From an optimization exercise on the open Yosys and OpenROAD flow, aimed at small area, a short achievable clock period and few clock cycles per item; shortcuts taken in it are not production practice. In this exercise RTL edits were held to simulation tests only and were not proved equivalent to the original. Power figures rest on the tool's default switching activity, not on a simulated workload.

File: design/flow/flow/run.sh
#!/bin/bash
# Own layout flow: the standard ORFS flow (standard.sh, standard synthesis
# unchanged), with sky130 buf_1 cells as the port buffers and a clock tree
# built without dummy balancing loads. Each tool's output is in the ORFS logs
# (orfs/logs/...); make's own output goes to standard.log.
set -euo pipefail
cat >> config.mk <<'EOF2'
export BUFFER_PORTS_ARGS = -buffer_cell sky130_fd_sc_hd__buf_1
export CTS_ARGS = -sink_clustering_enable -repair_clock_nets -dont_use_dummy_load -buf_list sky130_fd_sc_hd__clkbuf_8 -sink_clustering_size 40
EOF2
bash standard.sh finish > standard.log 2>&1
File: design/flow/standard.sh
#!/bin/bash
# synth_recipe.tcl (not shown) runs the flow's synth.tcl, then flattens the netlist and writes it again
# the make line also repeats each setting of config.mk as NAME=value (left out here)
make -C /OpenROAD-flow-scripts/flow DESIGN_CONFIG=/design/flow/config.mk WORK_HOME=/design/flow/orfs CLKGATE_MAP_FILE= SYNTH_SCRIPT=/design/flow/synth_recipe.tcl "${@:-finish}"
File: design/flow/config.mk
export PLATFORM = sky130hd
export DESIGN_NAME = popcount256
export DESIGN_NICKNAME = popcount256
export VERILOG_FILES = /design/flow/design.v
export SDC_FILE = /design/flow/constraint.sdc
export NUM_CORES = 4
export LEC_CHECK = 0
export CAP_MARGIN = 20
export CORE_MARGIN = 2
export CORE_UTILIZATION = 60
export SLEW_MARGIN = 20
export SYNTH_HIERARCHICAL = 1
export BUFFER_PORTS_ARGS = -buffer_cell sky130_fd_sc_hd__buf_1
export CTS_ARGS = -sink_clustering_enable -repair_clock_nets -dont_use_dummy_load -buf_list sky130_fd_sc_hd__clkbuf_8 -sink_clustering_size 40
File: design/flow/constraint.sdc
create_clock -name core_clock -period 9.5 [get_ports {clk_i}]
set_input_delay 1.9000 -clock core_clock [delete_from_list [all_inputs] [get_ports {clk_i}]]
set_output_delay 1.9000 -clock core_clock [all_outputs]
set_load 0.01 [all_outputs]
File: design/flow/design.v
module popcount_pipe (
  input  logic         clk_i,
  input  logic [255:0] data_i,
  output logic [8:0]   count_o
);
  logic s0_1;
  logic c0_2;
  logic s0_3;
  logic c0_4;
  logic s0_5;
  logic c0_6;
  logic s0_7;
  logic c0_8;
  logic s0_9;
  logic c0_10;
  logic s0_11;
  logic c0_12;
  logic s0_13;
  logic c0_14;
  logic s0_15;
  logic c0_16;
  logic s0_17;
  logic c0_18;
  logic s0_19;
  logic c0_20;
  logic s0_21;
  logic c0_22;
  logic s0_23;
  logic c0_24;
  logic s0_25;
  logic c0_26;
  logic s0_27;
  logic c0_28;
  logic s0_29;
  logic c0_30;
  logic s0_31;
  logic c0_32;
  logic s0_33;
  logic c0_34;
  logic s0_35;
  logic c0_36;
  logic s0_37;
  logic c0_38;
  logic s0_39;
  logic c0_40;
  logic s0_41;
  logic c0_42;
  logic s0_43;
  logic c0_44;
  logic s0_45;
  logic c0_46;
  logic s0_47;
  logic c0_48;
  logic s0_49;
  logic c0_50;
  logic s0_51;
  logic c0_52;
  logic s0_53;
  logic c0_54;
  logic s0_55;
  logic c0_56;
  logic s0_57;
  logic c0_58;
  logic s0_59;
  logic c0_60;
  logic s0_61;
  logic c0_62;
  logic s0_63;
  logic c0_64;
  logic s0_65;
  logic c0_66;
  logic s0_67;
  logic c0_68;
  logic s0_69;
  logic c0_70;
  logic s0_71;
  logic c0_72;
  logic s0_73;
  logic c0_74;
  logic s0_75;
  logic c0_76;
  logic s0_77;
  logic c0_78;
  logic s0_79;
  logic c0_80;
  logic s0_81;
  logic c0_82;
  logic s0_83;
  logic c0_84;
  logic s0_85;
  logic c0_86;
  logic s0_87;
  logic c0_88;
  logic s0_89;
  logic c0_90;
  logic s0_91;
  logic c0_92;
  logic s0_93;
  logic c0_94;
  logic s0_95;
  logic c0_96;
  logic s0_97;
  logic c0_98;
  logic s0_99;
  logic c0_100;
  logic s0_101;
  logic c0_102;
  logic s0_103;
  logic c0_104;
  logic s0_105;
  logic c0_106;
  logic s0_107;
  logic c0_108;
  logic s0_109;
  logic c0_110;
  logic s0_111;
  logic c0_112;
  logic s0_113;
  logic c0_114;
  logic s0_115;
  logic c0_116;
  logic s0_117;
  logic c0_118;
  logic s0_119;
  logic c0_120;
  logic s0_121;
  logic c0_122;
  logic s0_123;
  logic c0_124;
  logic s0_125;
  logic c0_126;
  logic s0_127;
  logic c0_128;
  logic s0_129;
  logic c0_130;
  logic s0_131;
  logic c0_132;
  logic s0_133;
  logic c0_134;
  logic s0_135;
  logic c0_136;
  logic s0_137;
  logic c0_138;
  logic s0_139;
  logic c0_140;
  logic s0_141;
  logic c0_142;
  logic s0_143;
  logic c0_144;
  logic s0_145;
  logic c0_146;
  logic s0_147;
  logic c0_148;
  logic s0_149;
  logic c0_150;
  logic s0_151;
  logic c0_152;
  logic s0_153;
  logic c0_154;
  logic s0_155;
  logic c0_156;
  logic s0_157;
  logic c0_158;
  logic s0_159;
  logic c0_160;
  logic s0_161;
  logic c0_162;
  logic s0_163;
  logic c0_164;
  logic s0_165;
  logic c0_166;
  logic s0_167;
  logic c0_168;
  logic s0_169;
  logic c0_170;
  logic s0_171;
  logic c0_172;
  logic s0_173;
  logic c0_174;
  logic s0_175;
  logic c0_176;
  logic s0_177;
  logic c0_178;
  logic s0_179;
  logic c0_180;
  logic s0_181;
  logic c0_182;
  logic s0_183;
  logic c0_184;
  logic s0_185;
  logic c0_186;
  logic s0_187;
  logic c0_188;
  logic s0_189;
  logic c0_190;
  logic s0_191;
  logic c0_192;
  logic s0_193;
  logic c0_194;
  logic s0_195;
  logic c0_196;
  logic s0_197;
  logic c0_198;
  logic s0_199;
  logic c0_200;
  logic s0_201;
  logic c0_202;
  logic s0_203;
  logic c0_204;
  logic s0_205;
  logic c0_206;
  logic s0_207;
  logic c0_208;
  logic s0_209;
  logic c0_210;
  logic s0_211;
  logic c0_212;
  logic s0_213;
  logic c0_214;
  logic s0_215;
  logic c0_216;
  logic s0_217;
  logic c0_218;
  logic s0_219;
  logic c0_220;
  logic s0_221;
  logic c0_222;
  logic s0_223;
  logic c0_224;
  logic s0_225;
  logic c0_226;
  logic s0_227;
  logic c0_228;
  logic s0_229;
  logic c0_230;
  logic s0_231;
  logic c0_232;
  logic s0_233;
  logic c0_234;
  logic s0_235;
  logic c0_236;
  logic s0_237;
  logic c0_238;
  logic s0_239;
  logic c0_240;
  logic s0_241;
  logic c0_242;
  logic s0_243;
  logic c0_244;
  logic s0_245;
  logic c0_246;
  logic s0_247;
  logic c0_248;
  logic s0_249;
  logic c0_250;
  logic s0_251;
  logic c0_252;
  logic s0_253;
  logic c0_254;
  logic s0_255;
  logic c0_256;
  logic s0_257;
  logic c0_258;
  logic s0_259;
  logic c0_260;
  logic s0_261;
  logic c0_262;
  logic s0_263;
  logic c0_264;
  logic s0_265;
  logic c0_266;
  logic s0_267;
  logic c0_268;
  logic s0_269;
  logic c0_270;
  logic s0_271;
  logic c0_272;
  logic s0_273;
  logic c0_274;
  logic s0_275;
  logic c0_276;
  logic s0_277;
  logic c0_278;
  logic s0_279;
  logic c0_280;
  logic s0_281;
  logic c0_282;
  logic [114:0] p0_q;
  logic s1_283;
  logic c1_284;
  logic s1_285;
  logic c1_286;
  logic s1_287;
  logic c1_288;
  logic s1_289;
  logic c1_290;
  logic s1_291;
  logic c1_292;
  logic s1_293;
  logic c1_294;
  logic s1_295;
  logic c1_296;
  logic s1_297;
  logic c1_298;
  logic s1_299;
  logic c1_300;
  logic s1_301;
  logic c1_302;
  logic s1_303;
  logic c1_304;
  logic s1_305;
  logic c1_306;
  logic s1_307;
  logic c1_308;
  logic s1_309;
  logic c1_310;
  logic s1_311;
  logic c1_312;
  logic s1_313;
  logic c1_314;
  logic s1_315;
  logic c1_316;
  logic s1_317;
  logic c1_318;
  logic s1_319;
  logic c1_320;
  logic s1_321;
  logic c1_322;
  logic s1_323;
  logic c1_324;
  logic s1_325;
  logic c1_326;
  logic s1_327;
  logic c1_328;
  logic s1_329;
  logic c1_330;
  logic s1_331;
  logic c1_332;
  logic s1_333;
  logic c1_334;
  logic s1_335;
  logic c1_336;
  logic s1_337;
  logic c1_338;
  logic s1_339;
  logic c1_340;
  logic s1_341;
  logic c1_342;
  logic s1_343;
  logic c1_344;
  logic s1_345;
  logic c1_346;
  logic s1_347;
  logic c1_348;
  logic s1_349;
  logic c1_350;
  logic s1_351;
  logic c1_352;
  logic s1_353;
  logic c1_354;
  logic s1_355;
  logic c1_356;
  logic s1_357;
  logic c1_358;
  logic s1_359;
  logic c1_360;
  logic s1_361;
  logic c1_362;
  logic s1_363;
  logic c1_364;
  logic s1_365;
  logic c1_366;
  logic s1_367;
  logic c1_368;
  logic s1_369;
  logic c1_370;
  logic s1_371;
  logic c1_372;
  logic s1_373;
  logic c1_374;
  logic s1_375;
  logic c1_376;
  logic s1_377;
  logic c1_378;
  logic s1_379;
  logic c1_380;
  logic s1_381;
  logic c1_382;
  logic s1_383;
  logic c1_384;
  logic s1_385;
  logic c1_386;
  logic s1_387;
  logic c1_388;
  logic s1_389;
  logic c1_390;
  logic s1_391;
  logic c1_392;
  logic s1_393;
  logic c1_394;
  logic s1_395;
  logic c1_396;
  logic s1_397;
  logic c1_398;
  logic s1_399;
  logic c1_400;
  logic s1_401;
  logic c1_402;
  logic s1_403;
  logic c1_404;
  logic s1_405;
  logic c1_406;
  logic s1_407;
  logic c1_408;
  logic s1_409;
  logic c1_410;
  logic s1_411;
  logic c1_412;
  logic s1_413;
  logic c1_414;
  logic s1_415;
  logic c1_416;
  logic s1_417;
  logic c1_418;
  logic s1_419;
  logic c1_420;
  logic s1_421;
  logic c1_422;
  logic s1_423;
  logic c1_424;
  logic s1_425;
  logic c1_426;
  logic s1_427;
  logic c1_428;
  logic s1_429;
  logic c1_430;
  logic s1_431;
  logic c1_432;
  logic s1_433;
  logic c1_434;
  logic s1_435;
  logic c1_436;
  logic s1_437;
  logic c1_438;
  logic s1_439;
  logic c1_440;
  logic s1_441;
  logic c1_442;
  logic s1_443;
  logic c1_444;
  logic s1_445;
  logic c1_446;
  logic s1_447;
  logic c1_448;
  logic s1_449;
  logic c1_450;
  logic s1_451;
  logic c1_452;
  logic s1_453;
  logic c1_454;
  logic s1_455;
  logic c1_456;
  logic s1_457;
  logic c1_458;
  logic s1_459;
  logic c1_460;
  logic [25:0] p1_q;
  logic s2_461;
  logic c2_462;
  logic s2_463;
  logic c2_464;
  logic s2_465;
  logic c2_466;
  logic s2_467;
  logic c2_468;
  logic s2_469;
  logic c2_470;
  logic s2_471;
  logic c2_472;
  logic s2_473;
  logic c2_474;
  logic s2_475;
  logic c2_476;
  logic s2_477;
  logic c2_478;
  logic s2_479;
  logic c2_480;
  logic s2_481;
  logic c2_482;
  logic s2_483;
  logic c2_484;
  logic s2_485;
  logic c2_486;
  logic s2_487;
  logic c2_488;
  logic s2_489;
  logic c2_490;
  logic [10:0] p2_q;
  logic s3_491;
  logic c3_492;
  logic s3_493;
  logic c3_494;
  logic [8:0] row_a, row_b;
  fa u_fa2 (.a(data_i[0]), .b(data_i[100]), .c(data_i[101]), .s(s0_1), .co(c0_2));
  fa u_fa4 (.a(data_i[102]), .b(data_i[103]), .c(data_i[104]), .s(s0_3), .co(c0_4));
  fa u_fa6 (.a(data_i[105]), .b(data_i[106]), .c(data_i[107]), .s(s0_5), .co(c0_6));
  fa u_fa8 (.a(data_i[108]), .b(data_i[109]), .c(data_i[10]), .s(s0_7), .co(c0_8));
  fa u_fa10 (.a(data_i[110]), .b(data_i[111]), .c(data_i[112]), .s(s0_9), .co(c0_10));
  fa u_fa12 (.a(data_i[113]), .b(data_i[114]), .c(data_i[115]), .s(s0_11), .co(c0_12));
  fa u_fa14 (.a(data_i[116]), .b(data_i[117]), .c(data_i[118]), .s(s0_13), .co(c0_14));
  fa u_fa16 (.a(data_i[119]), .b(data_i[11]), .c(data_i[120]), .s(s0_15), .co(c0_16));
  fa u_fa18 (.a(data_i[121]), .b(data_i[122]), .c(data_i[123]), .s(s0_17), .co(c0_18));
  fa u_fa20 (.a(data_i[124]), .b(data_i[125]), .c(data_i[126]), .s(s0_19), .co(c0_20));
  fa u_fa22 (.a(data_i[127]), .b(data_i[128]), .c(data_i[129]), .s(s0_21), .co(c0_22));
  fa u_fa24 (.a(data_i[12]), .b(data_i[130]), .c(data_i[131]), .s(s0_23), .co(c0_24));
  fa u_fa26 (.a(data_i[132]), .b(data_i[133]), .c(data_i[134]), .s(s0_25), .co(c0_26));
  fa u_fa28 (.a(data_i[135]), .b(data_i[136]), .c(data_i[137]), .s(s0_27), .co(c0_28));
  fa u_fa30 (.a(data_i[138]), .b(data_i[139]), .c(data_i[13]), .s(s0_29), .co(c0_30));
  fa u_fa32 (.a(data_i[140]), .b(data_i[141]), .c(data_i[142]), .s(s0_31), .co(c0_32));
  fa u_fa34 (.a(data_i[143]), .b(data_i[144]), .c(data_i[145]), .s(s0_33), .co(c0_34));
  fa u_fa36 (.a(data_i[146]), .b(data_i[147]), .c(data_i[148]), .s(s0_35), .co(c0_36));
  fa u_fa38 (.a(data_i[149]), .b(data_i[14]), .c(data_i[150]), .s(s0_37), .co(c0_38));
  fa u_fa40 (.a(data_i[151]), .b(data_i[152]), .c(data_i[153]), .s(s0_39), .co(c0_40));
  fa u_fa42 (.a(data_i[154]), .b(data_i[155]), .c(data_i[156]), .s(s0_41), .co(c0_42));
  fa u_fa44 (.a(data_i[157]), .b(data_i[158]), .c(data_i[159]), .s(s0_43), .co(c0_44));
  fa u_fa46 (.a(data_i[15]), .b(data_i[160]), .c(data_i[161]), .s(s0_45), .co(c0_46));
  fa u_fa48 (.a(data_i[162]), .b(data_i[163]), .c(data_i[164]), .s(s0_47), .co(c0_48));
  fa u_fa50 (.a(data_i[165]), .b(data_i[166]), .c(data_i[167]), .s(s0_49), .co(c0_50));
  fa u_fa52 (.a(data_i[168]), .b(data_i[169]), .c(data_i[16]), .s(s0_51), .co(c0_52));
  fa u_fa54 (.a(data_i[170]), .b(data_i[171]), .c(data_i[172]), .s(s0_53), .co(c0_54));
  fa u_fa56 (.a(data_i[173]), .b(data_i[174]), .c(data_i[175]), .s(s0_55), .co(c0_56));
  fa u_fa58 (.a(data_i[176]), .b(data_i[177]), .c(data_i[178]), .s(s0_57), .co(c0_58));
  fa u_fa60 (.a(data_i[179]), .b(data_i[17]), .c(data_i[180]), .s(s0_59), .co(c0_60));
  fa u_fa62 (.a(data_i[181]), .b(data_i[182]), .c(data_i[183]), .s(s0_61), .co(c0_62));
  fa u_fa64 (.a(data_i[184]), .b(data_i[185]), .c(data_i[186]), .s(s0_63), .co(c0_64));
  fa u_fa66 (.a(data_i[187]), .b(data_i[188]), .c(data_i[189]), .s(s0_65), .co(c0_66));
  fa u_fa68 (.a(data_i[18]), .b(data_i[190]), .c(data_i[191]), .s(s0_67), .co(c0_68));
  fa u_fa70 (.a(data_i[192]), .b(data_i[193]), .c(data_i[194]), .s(s0_69), .co(c0_70));
  fa u_fa72 (.a(data_i[195]), .b(data_i[196]), .c(data_i[197]), .s(s0_71), .co(c0_72));
  fa u_fa74 (.a(data_i[198]), .b(data_i[199]), .c(data_i[19]), .s(s0_73), .co(c0_74));
  fa u_fa76 (.a(data_i[1]), .b(data_i[200]), .c(data_i[201]), .s(s0_75), .co(c0_76));
  fa u_fa78 (.a(data_i[202]), .b(data_i[203]), .c(data_i[204]), .s(s0_77), .co(c0_78));
  fa u_fa80 (.a(data_i[205]), .b(data_i[206]), .c(data_i[207]), .s(s0_79), .co(c0_80));
  fa u_fa82 (.a(data_i[208]), .b(data_i[209]), .c(data_i[20]), .s(s0_81), .co(c0_82));
  fa u_fa84 (.a(data_i[210]), .b(data_i[211]), .c(data_i[212]), .s(s0_83), .co(c0_84));
  fa u_fa86 (.a(data_i[213]), .b(data_i[214]), .c(data_i[215]), .s(s0_85), .co(c0_86));
  fa u_fa88 (.a(data_i[216]), .b(data_i[217]), .c(data_i[218]), .s(s0_87), .co(c0_88));
  fa u_fa90 (.a(data_i[219]), .b(data_i[21]), .c(data_i[220]), .s(s0_89), .co(c0_90));
  fa u_fa92 (.a(data_i[221]), .b(data_i[222]), .c(data_i[223]), .s(s0_91), .co(c0_92));
  fa u_fa94 (.a(data_i[224]), .b(data_i[225]), .c(data_i[226]), .s(s0_93), .co(c0_94));
  fa u_fa96 (.a(data_i[227]), .b(data_i[228]), .c(data_i[229]), .s(s0_95), .co(c0_96));
  fa u_fa98 (.a(data_i[22]), .b(data_i[230]), .c(data_i[231]), .s(s0_97), .co(c0_98));
  fa u_fa100 (.a(data_i[232]), .b(data_i[233]), .c(data_i[234]), .s(s0_99), .co(c0_100));
  fa u_fa102 (.a(data_i[235]), .b(data_i[236]), .c(data_i[237]), .s(s0_101), .co(c0_102));
  fa u_fa104 (.a(data_i[238]), .b(data_i[239]), .c(data_i[23]), .s(s0_103), .co(c0_104));
  fa u_fa106 (.a(data_i[240]), .b(data_i[241]), .c(data_i[242]), .s(s0_105), .co(c0_106));
  fa u_fa108 (.a(data_i[243]), .b(data_i[244]), .c(data_i[245]), .s(s0_107), .co(c0_108));
  fa u_fa110 (.a(data_i[246]), .b(data_i[247]), .c(data_i[248]), .s(s0_109), .co(c0_110));
  fa u_fa112 (.a(data_i[249]), .b(data_i[24]), .c(data_i[250]), .s(s0_111), .co(c0_112));
  fa u_fa114 (.a(data_i[251]), .b(data_i[252]), .c(data_i[253]), .s(s0_113), .co(c0_114));
  fa u_fa116 (.a(data_i[254]), .b(data_i[255]), .c(data_i[25]), .s(s0_115), .co(c0_116));
  fa u_fa118 (.a(data_i[26]), .b(data_i[27]), .c(data_i[28]), .s(s0_117), .co(c0_118));
  fa u_fa120 (.a(data_i[29]), .b(data_i[2]), .c(data_i[30]), .s(s0_119), .co(c0_120));
  fa u_fa122 (.a(data_i[31]), .b(data_i[32]), .c(data_i[33]), .s(s0_121), .co(c0_122));
  fa u_fa124 (.a(data_i[34]), .b(data_i[35]), .c(data_i[36]), .s(s0_123), .co(c0_124));
  fa u_fa126 (.a(data_i[37]), .b(data_i[38]), .c(data_i[39]), .s(s0_125), .co(c0_126));
  fa u_fa128 (.a(data_i[3]), .b(data_i[40]), .c(data_i[41]), .s(s0_127), .co(c0_128));
  fa u_fa130 (.a(data_i[42]), .b(data_i[43]), .c(data_i[44]), .s(s0_129), .co(c0_130));
  fa u_fa132 (.a(data_i[45]), .b(data_i[46]), .c(data_i[47]), .s(s0_131), .co(c0_132));
  fa u_fa134 (.a(data_i[48]), .b(data_i[49]), .c(data_i[4]), .s(s0_133), .co(c0_134));
  fa u_fa136 (.a(data_i[50]), .b(data_i[51]), .c(data_i[52]), .s(s0_135), .co(c0_136));
  fa u_fa138 (.a(data_i[53]), .b(data_i[54]), .c(data_i[55]), .s(s0_137), .co(c0_138));
  fa u_fa140 (.a(data_i[56]), .b(data_i[57]), .c(data_i[58]), .s(s0_139), .co(c0_140));
  fa u_fa142 (.a(data_i[59]), .b(data_i[5]), .c(data_i[60]), .s(s0_141), .co(c0_142));
  fa u_fa144 (.a(data_i[61]), .b(data_i[62]), .c(data_i[63]), .s(s0_143), .co(c0_144));
  fa u_fa146 (.a(data_i[64]), .b(data_i[65]), .c(data_i[66]), .s(s0_145), .co(c0_146));
  fa u_fa148 (.a(data_i[67]), .b(data_i[68]), .c(data_i[69]), .s(s0_147), .co(c0_148));
  fa u_fa150 (.a(data_i[6]), .b(data_i[70]), .c(data_i[71]), .s(s0_149), .co(c0_150));
  fa u_fa152 (.a(data_i[72]), .b(data_i[73]), .c(data_i[74]), .s(s0_151), .co(c0_152));
  fa u_fa154 (.a(data_i[75]), .b(data_i[76]), .c(data_i[77]), .s(s0_153), .co(c0_154));
  fa u_fa156 (.a(data_i[78]), .b(data_i[79]), .c(data_i[7]), .s(s0_155), .co(c0_156));
  fa u_fa158 (.a(data_i[80]), .b(data_i[81]), .c(data_i[82]), .s(s0_157), .co(c0_158));
  fa u_fa160 (.a(data_i[83]), .b(data_i[84]), .c(data_i[85]), .s(s0_159), .co(c0_160));
  fa u_fa162 (.a(data_i[86]), .b(data_i[87]), .c(data_i[88]), .s(s0_161), .co(c0_162));
  fa u_fa164 (.a(data_i[89]), .b(data_i[8]), .c(data_i[90]), .s(s0_163), .co(c0_164));
  fa u_fa166 (.a(data_i[91]), .b(data_i[92]), .c(data_i[93]), .s(s0_165), .co(c0_166));
  fa u_fa168 (.a(data_i[94]), .b(data_i[95]), .c(data_i[96]), .s(s0_167), .co(c0_168));
  fa u_fa170 (.a(data_i[97]), .b(data_i[98]), .c(data_i[99]), .s(s0_169), .co(c0_170));
  fa u_fa172 (.a(data_i[9]), .b(s0_1), .c(s0_101), .s(s0_171), .co(c0_172));
  fa u_fa174 (.a(s0_103), .b(s0_105), .c(s0_107), .s(s0_173), .co(c0_174));
  fa u_fa176 (.a(s0_109), .b(s0_11), .c(s0_111), .s(s0_175), .co(c0_176));
  fa u_fa178 (.a(s0_113), .b(s0_115), .c(s0_117), .s(s0_177), .co(c0_178));
  fa u_fa180 (.a(s0_119), .b(s0_121), .c(s0_123), .s(s0_179), .co(c0_180));
  fa u_fa182 (.a(s0_125), .b(s0_127), .c(s0_129), .s(s0_181), .co(c0_182));
  fa u_fa184 (.a(s0_13), .b(s0_131), .c(s0_133), .s(s0_183), .co(c0_184));
  fa u_fa186 (.a(s0_135), .b(s0_137), .c(s0_139), .s(s0_185), .co(c0_186));
  fa u_fa188 (.a(s0_141), .b(s0_143), .c(s0_145), .s(s0_187), .co(c0_188));
  fa u_fa190 (.a(s0_147), .b(s0_149), .c(s0_15), .s(s0_189), .co(c0_190));
  fa u_fa192 (.a(s0_151), .b(s0_153), .c(s0_155), .s(s0_191), .co(c0_192));
  fa u_fa194 (.a(s0_157), .b(s0_159), .c(s0_161), .s(s0_193), .co(c0_194));
  fa u_fa196 (.a(s0_163), .b(s0_165), .c(s0_167), .s(s0_195), .co(c0_196));
  fa u_fa198 (.a(s0_169), .b(s0_17), .c(s0_19), .s(s0_197), .co(c0_198));
  fa u_fa200 (.a(s0_21), .b(s0_23), .c(s0_25), .s(s0_199), .co(c0_200));
  fa u_fa202 (.a(s0_27), .b(s0_29), .c(s0_3), .s(s0_201), .co(c0_202));
  fa u_fa204 (.a(s0_31), .b(s0_33), .c(s0_35), .s(s0_203), .co(c0_204));
  fa u_fa206 (.a(s0_37), .b(s0_39), .c(s0_41), .s(s0_205), .co(c0_206));
  fa u_fa208 (.a(s0_43), .b(s0_45), .c(s0_47), .s(s0_207), .co(c0_208));
  fa u_fa210 (.a(s0_49), .b(s0_5), .c(s0_51), .s(s0_209), .co(c0_210));
  fa u_fa212 (.a(s0_53), .b(s0_55), .c(s0_57), .s(s0_211), .co(c0_212));
  fa u_fa214 (.a(s0_59), .b(s0_61), .c(s0_63), .s(s0_213), .co(c0_214));
  fa u_fa216 (.a(s0_65), .b(s0_67), .c(s0_69), .s(s0_215), .co(c0_216));
  fa u_fa218 (.a(s0_7), .b(s0_71), .c(s0_73), .s(s0_217), .co(c0_218));
  fa u_fa220 (.a(s0_75), .b(s0_77), .c(s0_79), .s(s0_219), .co(c0_220));
  fa u_fa222 (.a(s0_81), .b(s0_83), .c(s0_85), .s(s0_221), .co(c0_222));
  fa u_fa224 (.a(s0_87), .b(s0_89), .c(s0_9), .s(s0_223), .co(c0_224));
  fa u_fa226 (.a(s0_91), .b(s0_93), .c(s0_95), .s(s0_225), .co(c0_226));
  fa u_fa228 (.a(c0_10), .b(c0_100), .c(c0_102), .s(s0_227), .co(c0_228));
  fa u_fa230 (.a(c0_104), .b(c0_106), .c(c0_108), .s(s0_229), .co(c0_230));
  fa u_fa232 (.a(c0_110), .b(c0_112), .c(c0_114), .s(s0_231), .co(c0_232));
  fa u_fa234 (.a(c0_116), .b(c0_118), .c(c0_12), .s(s0_233), .co(c0_234));
  fa u_fa236 (.a(c0_120), .b(c0_122), .c(c0_124), .s(s0_235), .co(c0_236));
  fa u_fa238 (.a(c0_126), .b(c0_128), .c(c0_130), .s(s0_237), .co(c0_238));
  fa u_fa240 (.a(c0_132), .b(c0_134), .c(c0_136), .s(s0_239), .co(c0_240));
  fa u_fa242 (.a(c0_138), .b(c0_14), .c(c0_140), .s(s0_241), .co(c0_242));
  fa u_fa244 (.a(c0_142), .b(c0_144), .c(c0_146), .s(s0_243), .co(c0_244));
  fa u_fa246 (.a(c0_148), .b(c0_150), .c(c0_152), .s(s0_245), .co(c0_246));
  fa u_fa248 (.a(c0_154), .b(c0_156), .c(c0_158), .s(s0_247), .co(c0_248));
  fa u_fa250 (.a(c0_16), .b(c0_160), .c(c0_162), .s(s0_249), .co(c0_250));
  fa u_fa252 (.a(c0_164), .b(c0_166), .c(c0_168), .s(s0_251), .co(c0_252));
  fa u_fa254 (.a(c0_170), .b(c0_18), .c(c0_2), .s(s0_253), .co(c0_254));
  fa u_fa256 (.a(c0_20), .b(c0_22), .c(c0_24), .s(s0_255), .co(c0_256));
  fa u_fa258 (.a(c0_26), .b(c0_28), .c(c0_30), .s(s0_257), .co(c0_258));
  fa u_fa260 (.a(c0_32), .b(c0_34), .c(c0_36), .s(s0_259), .co(c0_260));
  fa u_fa262 (.a(c0_38), .b(c0_4), .c(c0_40), .s(s0_261), .co(c0_262));
  fa u_fa264 (.a(c0_42), .b(c0_44), .c(c0_46), .s(s0_263), .co(c0_264));
  fa u_fa266 (.a(c0_48), .b(c0_50), .c(c0_52), .s(s0_265), .co(c0_266));
  fa u_fa268 (.a(c0_54), .b(c0_56), .c(c0_58), .s(s0_267), .co(c0_268));
  fa u_fa270 (.a(c0_6), .b(c0_60), .c(c0_62), .s(s0_269), .co(c0_270));
  fa u_fa272 (.a(c0_64), .b(c0_66), .c(c0_68), .s(s0_271), .co(c0_272));
  fa u_fa274 (.a(c0_70), .b(c0_72), .c(c0_74), .s(s0_273), .co(c0_274));
  fa u_fa276 (.a(c0_76), .b(c0_78), .c(c0_8), .s(s0_275), .co(c0_276));
  fa u_fa278 (.a(c0_80), .b(c0_82), .c(c0_84), .s(s0_277), .co(c0_278));
  fa u_fa280 (.a(c0_86), .b(c0_88), .c(c0_90), .s(s0_279), .co(c0_280));
  fa u_fa282 (.a(c0_92), .b(c0_94), .c(c0_96), .s(s0_281), .co(c0_282));
  fa u_fa284 (.a(p0_q[0]), .b(p0_q[10]), .c(p0_q[11]), .s(s1_283), .co(c1_284));
  fa u_fa286 (.a(p0_q[12]), .b(p0_q[13]), .c(p0_q[14]), .s(s1_285), .co(c1_286));
  fa u_fa288 (.a(p0_q[15]), .b(p0_q[16]), .c(p0_q[17]), .s(s1_287), .co(c1_288));
  fa u_fa290 (.a(p0_q[18]), .b(p0_q[19]), .c(p0_q[1]), .s(s1_289), .co(c1_290));
  fa u_fa292 (.a(p0_q[20]), .b(p0_q[21]), .c(p0_q[22]), .s(s1_291), .co(c1_292));
  fa u_fa294 (.a(p0_q[23]), .b(p0_q[24]), .c(p0_q[25]), .s(s1_293), .co(c1_294));
  fa u_fa296 (.a(p0_q[26]), .b(p0_q[27]), .c(p0_q[28]), .s(s1_295), .co(c1_296));
  fa u_fa298 (.a(p0_q[29]), .b(p0_q[2]), .c(p0_q[3]), .s(s1_297), .co(c1_298));
  fa u_fa300 (.a(p0_q[4]), .b(p0_q[5]), .c(p0_q[6]), .s(s1_299), .co(c1_300));
  fa u_fa302 (.a(p0_q[7]), .b(p0_q[8]), .c(p0_q[9]), .s(s1_301), .co(c1_302));
  fa u_fa304 (.a(s1_283), .b(s1_285), .c(s1_287), .s(s1_303), .co(c1_304));
  fa u_fa306 (.a(s1_289), .b(s1_291), .c(s1_293), .s(s1_305), .co(c1_306));
  fa u_fa308 (.a(s1_295), .b(s1_297), .c(s1_299), .s(s1_307), .co(c1_308));
  fa u_fa310 (.a(s1_301), .b(s1_303), .c(s1_305), .s(s1_309), .co(c1_310));
  fa u_fa312 (.a(p0_q[30]), .b(p0_q[31]), .c(p0_q[32]), .s(s1_311), .co(c1_312));
  fa u_fa314 (.a(p0_q[33]), .b(p0_q[34]), .c(p0_q[35]), .s(s1_313), .co(c1_314));
  fa u_fa316 (.a(p0_q[36]), .b(p0_q[37]), .c(p0_q[38]), .s(s1_315), .co(c1_316));
  fa u_fa318 (.a(p0_q[39]), .b(p0_q[40]), .c(p0_q[41]), .s(s1_317), .co(c1_318));
  fa u_fa320 (.a(p0_q[42]), .b(p0_q[43]), .c(p0_q[44]), .s(s1_319), .co(c1_320));
  fa u_fa322 (.a(p0_q[45]), .b(p0_q[46]), .c(p0_q[47]), .s(s1_321), .co(c1_322));
  fa u_fa324 (.a(p0_q[48]), .b(p0_q[49]), .c(p0_q[50]), .s(s1_323), .co(c1_324));
  fa u_fa326 (.a(p0_q[51]), .b(p0_q[52]), .c(p0_q[53]), .s(s1_325), .co(c1_326));
  fa u_fa328 (.a(p0_q[54]), .b(p0_q[55]), .c(p0_q[56]), .s(s1_327), .co(c1_328));
  fa u_fa330 (.a(p0_q[57]), .b(p0_q[58]), .c(p0_q[59]), .s(s1_329), .co(c1_330));
  fa u_fa332 (.a(p0_q[60]), .b(p0_q[61]), .c(p0_q[62]), .s(s1_331), .co(c1_332));
  fa u_fa334 (.a(p0_q[63]), .b(p0_q[64]), .c(p0_q[65]), .s(s1_333), .co(c1_334));
  fa u_fa336 (.a(p0_q[66]), .b(p0_q[67]), .c(p0_q[68]), .s(s1_335), .co(c1_336));
  fa u_fa338 (.a(p0_q[69]), .b(p0_q[70]), .c(p0_q[71]), .s(s1_337), .co(c1_338));
  fa u_fa340 (.a(p0_q[72]), .b(p0_q[73]), .c(p0_q[74]), .s(s1_339), .co(c1_340));
  fa u_fa342 (.a(p0_q[75]), .b(p0_q[76]), .c(p0_q[77]), .s(s1_341), .co(c1_342));
  fa u_fa344 (.a(p0_q[78]), .b(p0_q[79]), .c(p0_q[80]), .s(s1_343), .co(c1_344));
  fa u_fa346 (.a(p0_q[81]), .b(p0_q[82]), .c(p0_q[83]), .s(s1_345), .co(c1_346));
  fa u_fa348 (.a(p0_q[84]), .b(p0_q[85]), .c(p0_q[86]), .s(s1_347), .co(c1_348));
  fa u_fa350 (.a(c1_284), .b(c1_286), .c(c1_288), .s(s1_349), .co(c1_350));
  fa u_fa352 (.a(c1_290), .b(c1_292), .c(c1_294), .s(s1_351), .co(c1_352));
  fa u_fa354 (.a(c1_296), .b(c1_298), .c(c1_300), .s(s1_353), .co(c1_354));
  fa u_fa356 (.a(c1_302), .b(s1_311), .c(s1_313), .s(s1_355), .co(c1_356));
  fa u_fa358 (.a(s1_315), .b(s1_317), .c(s1_319), .s(s1_357), .co(c1_358));
  fa u_fa360 (.a(s1_321), .b(s1_323), .c(s1_325), .s(s1_359), .co(c1_360));
  fa u_fa362 (.a(s1_327), .b(s1_329), .c(s1_331), .s(s1_361), .co(c1_362));
  fa u_fa364 (.a(s1_333), .b(s1_335), .c(s1_337), .s(s1_363), .co(c1_364));
  fa u_fa366 (.a(s1_339), .b(s1_341), .c(s1_343), .s(s1_365), .co(c1_366));
  fa u_fa368 (.a(s1_345), .b(s1_347), .c(c1_304), .s(s1_367), .co(c1_368));
  fa u_fa370 (.a(c1_306), .b(c1_308), .c(s1_349), .s(s1_369), .co(c1_370));
  fa u_fa372 (.a(s1_351), .b(s1_353), .c(s1_355), .s(s1_371), .co(c1_372));
  fa u_fa374 (.a(s1_357), .b(s1_359), .c(s1_361), .s(s1_373), .co(c1_374));
  fa u_fa376 (.a(s1_363), .b(s1_365), .c(s1_367), .s(s1_375), .co(c1_376));
  fa u_fa378 (.a(c1_310), .b(s1_369), .c(s1_371), .s(s1_377), .co(c1_378));
  fa u_fa380 (.a(p0_q[100]), .b(p0_q[101]), .c(p0_q[102]), .s(s1_379), .co(c1_380));
  fa u_fa382 (.a(p0_q[103]), .b(p0_q[104]), .c(p0_q[105]), .s(s1_381), .co(c1_382));
  fa u_fa384 (.a(p0_q[106]), .b(p0_q[107]), .c(p0_q[108]), .s(s1_383), .co(c1_384));
  fa u_fa386 (.a(p0_q[109]), .b(p0_q[110]), .c(p0_q[111]), .s(s1_385), .co(c1_386));
  fa u_fa388 (.a(p0_q[112]), .b(p0_q[113]), .c(p0_q[114]), .s(s1_387), .co(c1_388));
  fa u_fa390 (.a(p0_q[87]), .b(p0_q[88]), .c(p0_q[89]), .s(s1_389), .co(c1_390));
  fa u_fa392 (.a(p0_q[90]), .b(p0_q[91]), .c(p0_q[92]), .s(s1_391), .co(c1_392));
  fa u_fa394 (.a(p0_q[93]), .b(p0_q[94]), .c(p0_q[95]), .s(s1_393), .co(c1_394));
  fa u_fa396 (.a(p0_q[96]), .b(p0_q[97]), .c(p0_q[98]), .s(s1_395), .co(c1_396));
  fa u_fa398 (.a(p0_q[99]), .b(c1_312), .c(c1_314), .s(s1_397), .co(c1_398));
  fa u_fa400 (.a(c1_316), .b(c1_318), .c(c1_320), .s(s1_399), .co(c1_400));
  fa u_fa402 (.a(c1_322), .b(c1_324), .c(c1_326), .s(s1_401), .co(c1_402));
  fa u_fa404 (.a(c1_328), .b(c1_330), .c(c1_332), .s(s1_403), .co(c1_404));
  fa u_fa406 (.a(c1_334), .b(c1_336), .c(c1_338), .s(s1_405), .co(c1_406));
  fa u_fa408 (.a(c1_340), .b(c1_342), .c(c1_344), .s(s1_407), .co(c1_408));
  fa u_fa410 (.a(c1_346), .b(c1_348), .c(s1_379), .s(s1_409), .co(c1_410));
  fa u_fa412 (.a(s1_381), .b(s1_383), .c(s1_385), .s(s1_411), .co(c1_412));
  fa u_fa414 (.a(s1_387), .b(s1_389), .c(s1_391), .s(s1_413), .co(c1_414));
  fa u_fa416 (.a(s1_393), .b(s1_395), .c(c1_350), .s(s1_415), .co(c1_416));
  fa u_fa418 (.a(c1_352), .b(c1_354), .c(s1_397), .s(s1_417), .co(c1_418));
  fa u_fa420 (.a(c1_356), .b(c1_358), .c(c1_360), .s(s1_419), .co(c1_420));
  fa u_fa422 (.a(c1_362), .b(c1_364), .c(c1_366), .s(s1_421), .co(c1_422));
  fa u_fa424 (.a(s1_399), .b(s1_401), .c(s1_403), .s(s1_423), .co(c1_424));
  fa u_fa426 (.a(s1_405), .b(s1_407), .c(s1_409), .s(s1_425), .co(c1_426));
  fa u_fa428 (.a(s1_411), .b(s1_413), .c(c1_368), .s(s1_427), .co(c1_428));
  fa u_fa430 (.a(s1_415), .b(c1_370), .c(c1_372), .s(s1_429), .co(c1_430));
  fa u_fa432 (.a(s1_417), .b(s1_419), .c(c1_374), .s(s1_431), .co(c1_432));
  fa u_fa434 (.a(s1_421), .b(s1_423), .c(s1_425), .s(s1_433), .co(c1_434));
  fa u_fa436 (.a(c1_380), .b(c1_382), .c(c1_384), .s(s1_435), .co(c1_436));
  fa u_fa438 (.a(c1_386), .b(c1_388), .c(c1_390), .s(s1_437), .co(c1_438));
  fa u_fa440 (.a(c1_392), .b(c1_394), .c(c1_396), .s(s1_439), .co(c1_440));
  fa u_fa442 (.a(c1_398), .b(c1_400), .c(c1_402), .s(s1_441), .co(c1_442));
  fa u_fa444 (.a(c1_404), .b(c1_406), .c(c1_408), .s(s1_443), .co(c1_444));
  fa u_fa446 (.a(c1_410), .b(c1_412), .c(c1_414), .s(s1_445), .co(c1_446));
  fa u_fa448 (.a(s1_435), .b(s1_437), .c(s1_439), .s(s1_447), .co(c1_448));
  fa u_fa450 (.a(c1_416), .b(c1_418), .c(c1_420), .s(s1_449), .co(c1_450));
  fa u_fa452 (.a(s1_441), .b(c1_422), .c(c1_424), .s(s1_451), .co(c1_452));
  fa u_fa454 (.a(c1_426), .b(s1_443), .c(s1_445), .s(s1_453), .co(c1_454));
  fa u_fa456 (.a(c1_436), .b(c1_438), .c(c1_440), .s(s1_455), .co(c1_456));
  fa u_fa458 (.a(c1_442), .b(c1_444), .c(c1_446), .s(s1_457), .co(c1_458));
  fa u_fa460 (.a(c1_448), .b(s1_455), .c(c1_450), .s(s1_459), .co(c1_460));
  fa u_fa462 (.a(p1_q[2]), .b(p1_q[3]), .c(p1_q[4]), .s(s2_461), .co(c2_462));
  fa u_fa464 (.a(p1_q[10]), .b(p1_q[5]), .c(p1_q[6]), .s(s2_463), .co(c2_464));
  fa u_fa466 (.a(p1_q[7]), .b(p1_q[8]), .c(p1_q[9]), .s(s2_465), .co(c2_466));
  fa u_fa468 (.a(c2_462), .b(s2_463), .c(s2_465), .s(s2_467), .co(c2_468));
  fa u_fa470 (.a(p1_q[11]), .b(p1_q[12]), .c(p1_q[13]), .s(s2_469), .co(c2_470));
  fa u_fa472 (.a(p1_q[14]), .b(p1_q[15]), .c(p1_q[16]), .s(s2_471), .co(c2_472));
  fa u_fa474 (.a(p1_q[17]), .b(p1_q[18]), .c(c2_464), .s(s2_473), .co(c2_474));
  fa u_fa476 (.a(c2_466), .b(s2_469), .c(s2_471), .s(s2_475), .co(c2_476));
  fa u_fa478 (.a(s2_473), .b(c2_468), .c(s2_475), .s(s2_477), .co(c2_478));
  fa u_fa480 (.a(p1_q[19]), .b(p1_q[20]), .c(p1_q[21]), .s(s2_479), .co(c2_480));
  fa u_fa482 (.a(p1_q[22]), .b(c2_470), .c(c2_472), .s(s2_481), .co(c2_482));
  fa u_fa484 (.a(s2_479), .b(c2_474), .c(s2_481), .s(s2_483), .co(c2_484));
  fa u_fa486 (.a(c2_476), .b(c2_478), .c(s2_483), .s(s2_485), .co(c2_486));
  fa u_fa488 (.a(p1_q[23]), .b(p1_q[24]), .c(p1_q[25]), .s(s2_487), .co(c2_488));
  fa u_fa490 (.a(c2_480), .b(s2_487), .c(c2_482), .s(s2_489), .co(c2_490));
  fa u_fa492 (.a(p2_q[6]), .b(p2_q[7]), .c(p2_q[8]), .s(s3_491), .co(c3_492));
  fa u_fa494 (.a(p2_q[10]), .b(p2_q[9]), .c(c3_492), .s(s3_493), .co(c3_494));
  assign row_a = {1'b0, c3_494, s3_493, s3_491, p2_q[5], p2_q[4], p2_q[3], p2_q[2], p2_q[0]};
  assign row_b = {1'b0, 1'b0, 1'b0, 1'b0, 1'b0, 1'b0, 1'b0, 1'b0, p2_q[1]};
  assign count_o = row_a + row_b;
  always_ff @(posedge clk_i) begin
    p0_q[0] <= s0_97;
    p0_q[1] <= s0_99;
    p0_q[2] <= s0_171;
    p0_q[3] <= s0_173;
    p0_q[4] <= s0_175;
    p0_q[5] <= s0_177;
    p0_q[6] <= s0_179;
    p0_q[7] <= s0_181;
    p0_q[8] <= s0_183;
    p0_q[9] <= s0_185;
    p0_q[10] <= s0_187;
    p0_q[11] <= s0_189;
    p0_q[12] <= s0_191;
    p0_q[13] <= s0_193;
    p0_q[14] <= s0_195;
    p0_q[15] <= s0_197;
    p0_q[16] <= s0_199;
    p0_q[17] <= s0_201;
    p0_q[18] <= s0_203;
    p0_q[19] <= s0_205;
    p0_q[20] <= s0_207;
    p0_q[21] <= s0_209;
    p0_q[22] <= s0_211;
    p0_q[23] <= s0_213;
    p0_q[24] <= s0_215;
    p0_q[25] <= s0_217;
    p0_q[26] <= s0_219;
    p0_q[27] <= s0_221;
    p0_q[28] <= s0_223;
    p0_q[29] <= s0_225;
    p0_q[30] <= c0_98;
    p0_q[31] <= c0_172;
    p0_q[32] <= c0_174;
    p0_q[33] <= c0_176;
    p0_q[34] <= c0_178;
    p0_q[35] <= c0_180;
    p0_q[36] <= c0_182;
    p0_q[37] <= c0_184;
    p0_q[38] <= c0_186;
    p0_q[39] <= c0_188;
    p0_q[40] <= c0_190;
    p0_q[41] <= c0_192;
    p0_q[42] <= c0_194;
    p0_q[43] <= c0_196;
    p0_q[44] <= c0_198;
    p0_q[45] <= c0_200;
    p0_q[46] <= c0_202;
    p0_q[47] <= c0_204;
    p0_q[48] <= c0_206;
    p0_q[49] <= c0_208;
    p0_q[50] <= c0_210;
    p0_q[51] <= c0_212;
    p0_q[52] <= c0_214;
    p0_q[53] <= c0_216;
    p0_q[54] <= c0_218;
    p0_q[55] <= c0_220;
    p0_q[56] <= c0_222;
    p0_q[57] <= c0_224;
    p0_q[58] <= c0_226;
    p0_q[59] <= s0_227;
    p0_q[60] <= s0_229;
    p0_q[61] <= s0_231;
    p0_q[62] <= s0_233;
    p0_q[63] <= s0_235;
    p0_q[64] <= s0_237;
    p0_q[65] <= s0_239;
    p0_q[66] <= s0_241;
    p0_q[67] <= s0_243;
    p0_q[68] <= s0_245;
    p0_q[69] <= s0_247;
    p0_q[70] <= s0_249;
    p0_q[71] <= s0_251;
    p0_q[72] <= s0_253;
    p0_q[73] <= s0_255;
    p0_q[74] <= s0_257;
    p0_q[75] <= s0_259;
    p0_q[76] <= s0_261;
    p0_q[77] <= s0_263;
    p0_q[78] <= s0_265;
    p0_q[79] <= s0_267;
    p0_q[80] <= s0_269;
    p0_q[81] <= s0_271;
    p0_q[82] <= s0_273;
    p0_q[83] <= s0_275;
    p0_q[84] <= s0_277;
    p0_q[85] <= s0_279;
    p0_q[86] <= s0_281;
    p0_q[87] <= c0_228;
    p0_q[88] <= c0_230;
    p0_q[89] <= c0_232;
    p0_q[90] <= c0_234;
    p0_q[91] <= c0_236;
    p0_q[92] <= c0_238;
    p0_q[93] <= c0_240;
    p0_q[94] <= c0_242;
    p0_q[95] <= c0_244;
    p0_q[96] <= c0_246;
    p0_q[97] <= c0_248;
    p0_q[98] <= c0_250;
    p0_q[99] <= c0_252;
    p0_q[100] <= c0_254;
    p0_q[101] <= c0_256;
    p0_q[102] <= c0_258;
    p0_q[103] <= c0_260;
    p0_q[104] <= c0_262;
    p0_q[105] <= c0_264;
    p0_q[106] <= c0_266;
    p0_q[107] <= c0_268;
    p0_q[108] <= c0_270;
    p0_q[109] <= c0_272;
    p0_q[110] <= c0_274;
    p0_q[111] <= c0_276;
    p0_q[112] <= c0_278;
    p0_q[113] <= c0_280;
    p0_q[114] <= c0_282;
  end
  always_ff @(posedge clk_i) begin
    p1_q[0] <= s1_307;
    p1_q[1] <= s1_309;
    p1_q[2] <= s1_373;
    p1_q[3] <= s1_375;
    p1_q[4] <= s1_377;
    p1_q[5] <= c1_376;
    p1_q[6] <= s1_427;
    p1_q[7] <= s1_429;
    p1_q[8] <= c1_378;
    p1_q[9] <= s1_431;
    p1_q[10] <= s1_433;
    p1_q[11] <= s1_447;
    p1_q[12] <= c1_428;
    p1_q[13] <= c1_430;
    p1_q[14] <= s1_449;
    p1_q[15] <= c1_432;
    p1_q[16] <= s1_451;
    p1_q[17] <= c1_434;
    p1_q[18] <= s1_453;
    p1_q[19] <= c1_452;
    p1_q[20] <= s1_457;
    p1_q[21] <= c1_454;
    p1_q[22] <= s1_459;
    p1_q[23] <= c1_456;
    p1_q[24] <= c1_458;
    p1_q[25] <= c1_460;
  end
  always_ff @(posedge clk_i) begin
    p2_q[0] <= p1_q[0];
    p2_q[1] <= p1_q[1];
    p2_q[2] <= s2_461;
    p2_q[3] <= s2_467;
    p2_q[4] <= s2_477;
    p2_q[5] <= s2_485;
    p2_q[6] <= c2_484;
    p2_q[7] <= s2_489;
    p2_q[8] <= c2_486;
    p2_q[9] <= c2_488;
    p2_q[10] <= c2_490;
  end
endmodule
module fa (
  input  logic a, b, c,
  output logic s, co
);
  assign s  = a ^ b ^ c;
  assign co = (a & b) | (c & (a ^ b));
endmodule
module popcount256 (
  input  logic         clk_i,
  input  logic         rst_ni,
  input  logic         valid_i,
  input  logic [255:0] data_i,
  output logic         valid_o,
  output logic [8:0]   popcount_o
);
  localparam int unsigned Latency = 4;
  logic [8:0] count;
  popcount_pipe u_popcount (
    .clk_i  (clk_i),
    .data_i (data_i),
    .count_o(count)
  );
  logic [Latency-1:0] valid_q;
  always_ff @(posedge clk_i or negedge rst_ni) begin
    if (!rst_ni) begin
      valid_q <= '0;
    end else begin
      valid_q <= {valid_q[Latency-2:0], valid_i};
    end
  end
  assign valid_o = valid_q[Latency-1];
  always_ff @(posedge clk_i) begin
    popcount_o <= count;
  end
endmodule
==> run summary <==
## per-module statistics from Yosys (local to each module, per instance)
module	cells inside	times used	area, um^2	flops+latches
fa	1	247	20.0	0
popcount256	13	1	280	13
popcount_pipe	169	1	3170	152
## state kept, by name, indices dropped and copies added (netlist names)
register / count
u_popcount.p0_q: 115
u_popcount.p1_q: 26
popcount_o: 9
valid_q: 4
u_popcount.p2_q: 11
## cells in the mapped netlist
| master | count |
|---|---|
| sky130_fd_sc_hd__dfxtp_1 | 161 |
| sky130_fd_sc_hd__xnor2_1 | 5 |
| sky130_fd_sc_hd__fa_1 | 247 |
| sky130_fd_sc_hd__and4_1 | 1 |
| sky130_fd_sc_hd__nor2_1 | 1 |
| sky130_fd_sc_hd__nand2_1 | 2 |
| sky130_fd_sc_hd__nand4_1 | 1 |
| sky130_fd_sc_hd__nand3_1 | 3 |
| sky130_fd_sc_hd__dfrtp_1 | 4 |
| sky130_fd_sc_hd__xor2_1 | 1 |
| sky130_fd_sc_hd__and3_1 | 1 |
| sky130_fd_sc_hd__ha_1 | 2 |
## layer usage
metal	wire length, um	part of all wire [%]	vias up
met4	210	1.4	0
li1	-	-	1873
met2	8050	53	171
met3	918	6.1	18
met1	5980	39	2181
met5	0	0	-
## per-stage QoR
stage / area, um^2 / hold WS, ns
after floorplan: 8390 / 0.310
after global placement: 9620 / 0.315
after detailed placement: 9620 / 0.319
after CTS: 9860 / 0.328
after global routing: 9860 / 0.334
final: 9860 / 0.327
## power breakdown
part | total (uW) | internal (uW) | switching [uW]
Sequential | 1130 | 1000 | 129
Combinational | 1770 | 852 | 918
Clock | 359 | 158 | 201
Total | 3260 | 2010 | 1250
## critical path, delay by kind of cell
| family | cells | cell delay, ns |
|---|---|---|
| buf+inv | 1 | 0.09 |
| fa+ha+maj | 2 | 1.14 |
## cell type report
class                      count  area [um^2]
multi-input combinational    264         5070
fill                         930         3920
sequential                   165         3320
timing repair buffer         268         1010
clock buffer                  17          234
tap                          180          225
## cells by family (layout without fill, tap and decap cells)
family,after synthesis,after routing
fa+ha+maj,249,249
flops,165,165
simple gates,9,9
xor+xnor,6,6
buf+inv,0,285
## final timing paths
path	startpoint	end	cells after the start
worst max-delay path	data_i[0]	u_popcount.p0_q[2]	3
worst min-delay path	u_popcount.p1_q[1]	u_popcount.p2_q[1]	0
worst max register to register	u_popcount.p0_q[7]	u_popcount.p1_q[22]	5
worst min register to register	u_popcount.p1_q[1]	u_popcount.p2_q[1]	0
max in group asynchronous	rst_ni	valid_q[2]	1
min in group asynchronous	rst_ni	valid_q[1]	1
==> impl_table.tex <==
\begin{tabular}{lr}
\hline
Metric & Value \\
\hline
\multicolumn{2}{l}{\textbf{Outcome}} \\
Status & no timing/DRC/antenna violations \\
\multicolumn{2}{l}{\textbf{Global routing}} \\
Global-route met3 utilization & 4.79\% \\
Via count of the first global-routing pass & 5,092 \\
Met1 Use GR & 29.2\% \\
Residual overflow from global routing & 0 \\
Gr usage total & 22.6\% \\
Most used routing layer & met2 \\
First-pass GRT wire length & 24,100 um \\
Pin count of the biggest net entering global routing & 17 \\
Initial antenna violation count & 0 \\
Met2 usage & 38.9\% \\
\multicolumn{2}{l}{\textbf{Yosys}} \\
Post-synthesis share of cell area spent on and, or, nand and nor gates & 0.566\% \\
Flip-flop and latch count after synthesis & 165 \\
Syn\_nets & 937 \\
Post-synth top area cell & sky130\_fd\_sc\_hd\_\_fa\_1 \\
Average cell area after synthesis & 19.6 um\^{}2 \\
Synth top area share & 58.9\% \\
Top area cells in the synthesized netlist & sky130\_fd\_sc\_hd\_\_fa\_1 59\%, sky130\_fd\_sc\_hd\_\_dfxtp\_1 38\%, sky130\_fd\_sc\_hd\_\_dfrtp\_1 1.2\%, sky130\_fd\_sc\_hd\_\_xnor2\_1 0.52\%, sky130\_fd\_sc\_hd\_\_ha\_1 0.30\% \\
Warning count from the yosys run & 8 \\
Count of different cell masters after synthesis & 12 \\
Multiplexer fraction of the synthesized cell area & 0\% \\
Number of instances in the synthesized netlist & 429 \\
Sequential fraction of the synthesis area & 39.6\% \\
Share of the synthesized netlist area taken by xor and xnor gates & 0.626\% \\
Compound-gate portion of the synthesized area & 0\% \\
Synthesized-area fraction occupied by adder cells & 59.2\% \\
Largest family of logic cells by synthesized area & adder cells \\
Netlist area before placement & 0.00839 mm\^{}2 \\
\multicolumn{2}{l}{\textbf{CTS}} \\
CTS Buf Count & 17 \\
CTS tree & yes \\
Clock Pin Slew Worst Setup and Hold Paths & 0.07 ns \\
Latest clock arrival within the worst-skew pair & 0.43 ns \\
Clk buf depth & 2 \\
Root cell of the clock tree & sky130\_fd\_sc\_hd\_\_clkbuf\_8 \\
Quantity of gates resized following cts & 0 \\
CTS H-Tree Depth & 4 \\
Number of hold buffers added after CTS & 0 \\
Post-CTS Setup Repair Bufs & 0 \\
Clock Sinks & 165 \\
\multicolumn{2}{l}{\textbf{Timing}} \\
Maximum clock frequency & 0.354 GHz \\
Final critical path time including I/O delays and setup & 2.82 ns \\
Endpoints failing hold & 0 \\
Final worst setup slack & 6.68 ns \\
Pins over their slew limit & 0 \\
Remaining max-slew budget at the tightest pin & 83.8\% \\
Final period util & 29.7\% \\
Setup repair after global routing missed its margin & no \\
Final TNS setup & 0 ns \\
Pin slew with the least headroom to its limit & 0.242 ns \\
Max Clock Skew & 0.0136 ns \\
Final setup fails & 0 \\
\multicolumn{2}{l}{\textbf{Floorplan}} \\
Horizontal die dimension & 122 um \\
Area of the die & 0.0150 mm\^{}2 \\
Row cnt & 43 \\
CORE AREA & 0.0138 mm\^{}2 \\
Starting utilization of the core area & 60.9\% \\
Height of the chip & 122 um \\
Count of pins on the block boundary & 269 \\
\multicolumn{2}{l}{\textbf{Detailed routing}} \\
Drt total wl & 15,200 um \\
Vias after detailed routing & 4,243 \\
Drt pass-1 iters & 4 \\
Vias per cell & 4.75 \\
Antenna violation net count after detailed routing & 0 \\
\# DRC & 0 \\
Violation count after the first detailed-routing iteration & 84 \\
Routed length per instance & 17.0 um \\
\multicolumn{2}{l}{\textbf{Hold path}} \\
Kind of path behind the tightest hold check & flop to flop \\
\multicolumn{2}{l}{\textbf{Critical path}} \\
Crit path cell chain & buf\_1, fa\_1, fa\_1 \\
Worst endpoint required time & 9.80 ns \\
Most common cell type on the critical path & sky130\_fd\_sc\_hd\_\_fa\_1 \\
Worst reg2reg setup slack & 6.77 ns \\
Critical path endpoint category & flop \\
Crit-path max cell delay & 0.68 ns \\
Critical path class & input pin to flop \\
Arr. time, crit path & 3.13 ns \\
Startpoint Class & input pin \\
CP max stage cell & sky130\_fd\_sc\_hd\_\_fa\_1 \\
CP Max Fanout & 1 \\
\multicolumn{2}{l}{\textbf{Power}} \\
Total power & 3260 uW \\
Power density relative to cell area & 331 mW/mm\^{}2 \\
Total leakage power & 0.00370 uW \\
Max VDD drop & 0.201 mV \\
\multicolumn{2}{l}{\textbf{Layout}} \\
Layout Area Growth over Synthesis & 17.5\% \\
Final-stage net count & 1,224 \\
Final instance count without filler cells & 894 \\
Final cell utilization of the core & 71.6\% \\
Top library cells by usage in the layout, fill and taps aside & 268 x sky130\_fd\_sc\_hd\_\_buf\_1, 247 x sky130\_fd\_sc\_hd\_\_fa\_1, 161 x sky130\_fd\_sc\_hd\_\_dfxtp\_1 \\
Most common library cell in the layout ignoring fill and taps & sky130\_fd\_sc\_hd\_\_buf\_1 \\
Fraction of final layout cells sized beyond drive strength 1 & 2.38\% \\
Antenna diode instance count & 0 \\
\multicolumn{2}{l}{\textbf{Placement}} \\
Count of buffers from port buffering & 268 \\
Number of placed instances, taps included & 877 \\
Worst slack after detailed placement & 6.24 ns \\
Final weighted congestion in routability-driven placement & 0.826 \\
HPWL after detailed placement & 14,000 um \\
\multicolumn{2}{l}{\textbf{Flow run}} \\
\# Max-Cap Violations & 0 \\
\hline
\end{tabular}
Testbench counts, summed over its fixed seeds: cycles 16,024, items 16,000.

==> separate check: timing with driven ports <==
The flow's constraints put no driver on any port. The routed layout listed below was extracted and timed again, unchanged, in two steps. Step 1 assumes that a clkbuf_16 drives the clock port and a buf_2 every other input. Step 2 adds t to the input delays and takes it off the output delays; t is the mean of the earliest and latest rising clock arrival at the registers after step 1. Input paths then give back, and output paths get back, about the clock's delay inside the block. a / b / c = ideal ports / drivers / drivers and shift; a / b = the first two.
t, ns: 0.464
setup WS [ns]: 6.675 / 6.649 / 6.228
latest minus earliest clock arrival (ns): 0.016 / 0.016
slew at the worst register clock pin (ns): 0.08 / 0.08
After both steps this run still meets setup and hold. The setup slack of this run moves by -0.026 ns with the drivers and by -0.447 ns with both steps.
